Source: an optimization exercise on an open RTL-to-GDS flow (aim: small area, a short achievable clock period and few clock cycles). Production flows keep margins and buffers that such runs may drop. Function was checked by simulation only, so behaviour that the tests miss may differ from the original.

==> flow/design.v (outline; a module is shown in full before it is edited, if it fits) <==
// module produto_escalar: 1478 lines
// module produto_escalar_fa: 7 lines
module produto_escalar (
    input  logic         clk_i,
    input  logic         rst_i,
    input  logic         iniciar,
    input  logic [31:0]  a0, a1, a2, a3, a4, a5, a6, a7,
    input  logic [31:0]  b0, b1, b2, b3, b4, b5, b6, b7,
    output logic [63:0]  resultado,
    output logic         concluido
);
  // ...
==> flow/flow/run.sh <==
#!/bin/bash
set -e
echo 'export BUFFER_PORTS_ARGS = -buffer_cell sky130_fd_sc_hd__buf_1' >> config.mk
bash standard.sh SETUP_SLACK_MARGIN=7 finish > standard.log 2>&1
==> flow/standard.sh <==
#!/bin/bash
# synth_recipe.tcl (not shown) runs the flow's synth.tcl, then flattens the netlist and writes it again
# the make line also repeats each setting of config.mk as NAME=value (left out here)
make -C /OpenROAD-flow-scripts/flow DESIGN_CONFIG=/design/flow/config.mk WORK_HOME=/design/flow/orfs CLKGATE_MAP_FILE= SYNTH_SCRIPT=/design/flow/synth_recipe.tcl "${@:-finish}"
==> flow/config.mk <==
export PLATFORM = sky130hd
export DESIGN_NAME = produto_escalar
export DESIGN_NICKNAME = produto_escalar
export VERILOG_FILES = /design/flow/design.v
export SDC_FILE = /design/flow/constraint.sdc
export NUM_CORES = 4
export LEC_CHECK = 0
export CAP_MARGIN = 20
export CORE_MARGIN = 2
export CORE_UTILIZATION = 40
export SLEW_MARGIN = 20
export SYNTH_HIERARCHICAL = 1
export SYNTH_MINIMUM_KEEP_SIZE = 0
export BUFFER_PORTS_ARGS = -buffer_cell sky130_fd_sc_hd__buf_1
==> flow/constraint.sdc <==
create_clock -name core_clock -period 11.5 [get_ports {clk_i}]
set_input_delay 2.3000 -clock core_clock [delete_from_list [all_inputs] [get_ports {clk_i}]]
set_output_delay 2.3000 -clock core_clock [all_outputs]
set_load 0.01 [all_outputs]
==> run_results.csv, run 1 <==
group,metric,value,unit
synthesis,synthTopCellsByCount,"a22oi_1, xnor2_1, fa_1",
drt,drt_iter0_markers,4077,
layout,top_regs,"acc_c (64), acc_s (64), a_r (32)",
global_routing,grt_first_pass_wirelength,223,mm
outcome,status,"no timing/DRC/antenna violations",
critical_path,r2r_end,"acc_c[24]$_DFF_P_",
layout,multi_input_area,28900,um2
drt,wl,156,mm
critical_path,crit_slowest_cell,"fa_2",
drt,drc,0,
layout,layout_commonest_cell,"a22oi_1",
synthesis,synth.cell_area,33600,um2
drt,wl_met2,66.6,mm
layout,nonClkBufAreaFrac,9.37,%
sta,fin_crit,5990,ps
global_routing,grt_use_total,35.6,%
critical_path,crit_type,"register to output pin",
flow_run,drv_cap,0,
layout,register_area,4470,um2
global_routing,use_met1,41.4,%
layout,layout-drive-gt1-share,13.5,%
synthesis,yosys-mux-area-fraction,0,%
drt,wl_met3,18.0,mm
global_routing,top_usage_layer,"met2",
sta,hold_viol,0,
place,io_buffer_count,579,
Testbench counts, summed over its fixed seeds: cycles 24,000.
==> inputs of run 2 (changes only) <==
--- a/flow/design.v
+++ b/flow/design.v
@@ -3,33 +3,33 @@
     input  logic         rst_i,
     input  logic         iniciar,
     input  logic [31:0]  a0, a1, a2, a3, a4, a5, a6, a7,
     input  logic [31:0]  b0, b1, b2, b3, b4, b5, b6, b7,
     output logic [63:0]  resultado,
     output logic         concluido
 );
   logic        iniciar_prev;
-  logic [8:1]  fase;           
+  logic [9:1]  fase;           
   logic [31:0] a_r;
   logic [15:0] one_r, two_r, neg_r;
   logic [63:0] acc_s, acc_c;
   wire ocupado = |fase;
   wire inicio  = iniciar & ~iniciar_prev & ~ocupado;
   wire en      = inicio | (|fase[7:1]);
   always_ff @(posedge clk_i) begin
     if (rst_i) begin
       iniciar_prev <= 1'b0;
-      fase         <= 8'd0;
+      fase         <= 9'd0;
       concluido    <= 1'b0;
     end else begin
       iniciar_prev <= iniciar;
-      fase         <= {fase[7:1], inicio};
+      fase         <= {fase[8:1], inicio};
       if (inicio)       concluido <= 1'b0;
-      else if (fase[8]) concluido <= 1'b1;
+      else if (fase[9]) concluido <= 1'b1;
     end
   end
   wire [31:0] a_sel = ({32{~ocupado}} & a0) | ({32{fase[1]}} & a1) |
                       ({32{fase[2]}} & a2) | ({32{fase[3]}} & a3) |
                       ({32{fase[4]}} & a4) | ({32{fase[5]}} & a5) |
                       ({32{fase[6]}} & a6) | ({32{fase[7]}} & a7);
   wire [31:0] b_sel = ({32{~ocupado}} & b0) | ({32{fase[1]}} & b1) |
                       ({32{fase[2]}} & b2) | ({32{fase[3]}} & b3) |
@@ -1468,18 +1468,18 @@
   assign nxt_c[59] = fc553;
   assign nxt_c[60] = fs555;
   assign nxt_c[61] = fs556;
   assign nxt_c[62] = fc556;
   assign nxt_c[63] = fc557;
   always_ff @(posedge clk_i) begin
     acc_s <= nxt_s;
     acc_c <= nxt_c;
+    resultado <= acc_s + acc_c;
   end
-  assign resultado = acc_s + acc_c;
 endmodule
 module produto_escalar_fa (
     input  logic a, b, c,
     output logic s, co
 );
   assign s  = a ^ b ^ c;
   assign co = (a & b) | (a & c) | (b & c);
 endmodule
==> run 2 against run 1 <==
Compared with the run above: fmax rose by 36%; synthesized cell count is 4.0% higher; critical path depth down 7; sequential share of layout area increased by 3.2 points.
==> run_results.csv, run 2 <==
group,metric,value,unit
synthesis,synth-simple-area-share,8.24,%
layout,final_cell_mix,"a22oi_1, buf_1, fa_1",
layout,layout_commonest_cell,"a22oi_1",
sta,tightest_slew,1100,ps
sta,finalCritPeriodShare,38.3,%
synthesis,yosys.area.top_type,"fa_1",
synthesis,synth_cells,3504,
synthesis,ys_seq_area_share,16.2,%
synthesis,post-synth-top-count-cell,"a22oi_1",
drt,wl_per_cell,32.3,um
flow_run,drv_cap,0,
critical_path,crit_fanout,32,
sta,fmax,0.227,GHz
sta,fin_crit,4410,ps
critical_path,cp_cell_sequence,"buf_4 -> a22oi_1 -> xnor2_1 -> fa_1 -> fa_1 -> fa_1 -> fa_1 -> fa_1 -> fa_1",
sta,setup_slack,7090,ps
sta,rsz0062_at_grt,"true",
synthesis,synth.cell_area,35000,um2
critical_path,crit_type,"register to register",
drt,vias,31887,
drt,antenna_left,0,
sta,slew_violations,0,
die,rows,108,
synthesis,netlist.area_leader.share,31.3,%
synthesis,synth_adder_area_share,35.6,%
place,place_area,38000,um2
cts,cts_tree,"yes",
synthesis,synth_top_family_by_area,"adder cells",
cts,post_cts_buffers,0,
layout,area_growth,12.5,%
critical_path,critPathMaxStageDelay,560,ps
die,core,86800,um2
critical_path,required,11930,ps
place,placed_cells,4956,
synthesis,synth_edf_count,0,
synthesis,synthXorXnorAreaFrac,15.0,%
critical_path,crit_top_cell,"fa_1",
layout,top_regs,"acc_c (64), acc_s (64), resultado (64)",
synthesis,synth.distinct_cells,67,
layout,final_nets,5026,
sta,hold_viol,0,
layout,fin_area,39400,um2
synthesis,synth-compound-area-share,20.3,%
global_routing,grt_pass1_vias,32961,
drt,wl,163,mm
place,place_ws,6680,ps
critical_path,endpoint_kind,"register",
synthesis,yosys-mux-area-fraction,0.0286,%
layout,layout-drive-gt1-share,5.87,%
sta,setup_viol,0,
critical_path,crit_slowest_cell,"fa_1",
cts,root_buffer,"clkbuf_16",
min_path,hold_class,"register to register",
place,place.gp.congestion,0.965,
place,io_buffer_count,579,
global_routing,grt_max_degree,67,
synthesis,synthFlopType,"dfxtp_1",
place,dp_hpwl,115,mm
sta,fin_tns_setup,0,ps
cts,clock-sinks,283,
cts,clk_path_buf_depth,3,
drt,drc,0,
layout,final_cell_count_no_fill,5037,
critical_path,critical_path_arrival,4840,ps
global_routing,grt_use_total,35.8,%
global_routing,antenna_found_initial,14,
synthesis,async_reset_ff_share,0,%
synthesis,ys_ff_latch,283,
synthesis,syn-num-nets,4686,
critical_path,startpoint_type,"register",
cts,path_clk_slew,60,ps
global_routing,grt_first_pass_wirelength,233,mm
die,start_util,40.4,%
global_routing,overflow,0,
die,dieArea,89900,um2
synthesis,synth.area.top_cells,"fa_1, dfxtp_1, xnor2_1, a22oi_1, ha_1",
cts,cts_buffers,39,
die,die_y,300,um
synthesis,postSynthAreaPerCell,9.99,um2
drt,post_drt_via_cell_ratio,6.33,
cts,clkLatencyLatePin,600,ps
synthesis,synthTopCellsByCount,"a22oi_1, fa_1, xnor2_1",
sta,finClkSkew,45.5,ps
sta,slew_headroom,26.5,%
drt,drt-pass1-iter-count,10,
synthesis,synth_warnings,7,
drt,drt_iter0_markers,4150,
cts,cts-htree-levels,2,
die,chipWidth,300,um
outcome,status,"no timing/DRC/antenna violations",
die,io-pin-count,580,
[run 2: cell types whose count changed after synthesis, moves of 6 or more]
cell	before	now
a21oi_1	98	110
o21ai_0	51	57
nor2_1	77	85
dfxtp_1	218	283
nand2_1	103	136
inv_1	45	54
nor3_1	10	21
o21bai_1	12	21
a21o_1	41	26
nand4_1	60	66
[run 2: path summary, 6_finish.rpt]
path / startpoint / to / slack, ps / depth (start not counted)
worst max register to register: a_r[17]$_DFF_P_ / acc_c[39]$_DFF_P_ / 7090 / 9
worst min register to register: fase[8]$_SDFF_PP0_ / fase[9]$_SDFF_PP0_ / 480 / 1
worst max-delay path: a_r[17]$_DFF_P_ / acc_c[39]$_DFF_P_ / 7090 / 9
worst min-delay path: fase[8]$_SDFF_PP0_ / fase[9]$_SDFF_PP0_ / 480 / 1
[run 2: metrics by stage]
step	util [%]	hold WS, ps
after floorplan	-	435
after global placement	43.8	465
after detailed placement	43.8	474
after CTS	45.3	481
after global routing	45.4	488
final	45.4	481
[run 2: final cells by class]
type	count	area, um2
Inverter	54	203
Clock inverter	11	168
Sequential cell	283	5720
Antenna cell	12	30.0
Tap cell	1155	1450
Fill cell	8472	47400
Timing Repair Buffer	675	2910
Clock buffer	56	1150
Multi-Input combinational cell	2791	27700
[run 2: kinds of logic after synthesis]
family	count (synthesis)
AO/OA/AOI/OAI	975
buffers and inverters	430
XOR/XNOR	600
adder cells (fa/ha/maj)	667
flip-flops	283
multiplexers	1
AND/OR/NAND/NOR	548
[run 2: per-layer routing]
layer	vias to the layer above	track usage, %	share of wire [%]
met4	0	29.2	9.8
li1	13103	-	-
met2	2493	54.2	44
met3	590	9.80	11
met1	15701	42.7	35
met5	-	0.212	0
[run 2: critical path, delay by kind of cell (launching register included)]
family          cells  cell delay [ps]
xor+xnor            1              200
fa+ha+maj           6             2960
compound gates      1              210
buf+inv             1              520
flops               1              310
[run 2: timing repair]
action | in CTS | in global routing
gates cloned | 0 | 0
setup endpoints to repair | 16 | 19
resized for setup | 3 | 6
hold buffers | 0 | 0
pin swaps | 0 | 0
[run 2: modules after synthesis (local to each module, per instance)]
module | cells | flops+latches
produto_escalar | 2957 | 283
produto_escalar_fa | 1 | 0
Testbench counts of run 2, summed over its fixed seeds: cycles 26,400.

## static timing again, ports no longer ideal
How much do the figures lean on ideal ports? The routed layouts below were timed once more, with nothing changed but the port constraints.
Step 1 sets driving cells, clkbuf_16 on the clock port and buf_2 on the other inputs (assumed; they add their load-dependent delay and slew).
Step 2, shift: input delay + t, output delay - t, t = (earliest + latest rising clock arrival at the registers) / 2. This alone moves slack from input paths to output paths.
Three values: ideal ports, drivers, drivers and shift; two values: the first two.
run | t, ns | slack for setup (ns) | worst register clock-pin slew, ns
run 1 | 0.668 | 5.505 / 5.434 / 6.102 | 0.07 / 0.07
run 2 | 0.639 | 7.092 / 7.092 / 6.858 | 0.07 / 0.07
After both steps every run listed still meets setup and hold. The setup slack of run 2, which loses most, moves by 0.000 ns with the drivers and by -0.234 ns with both steps.
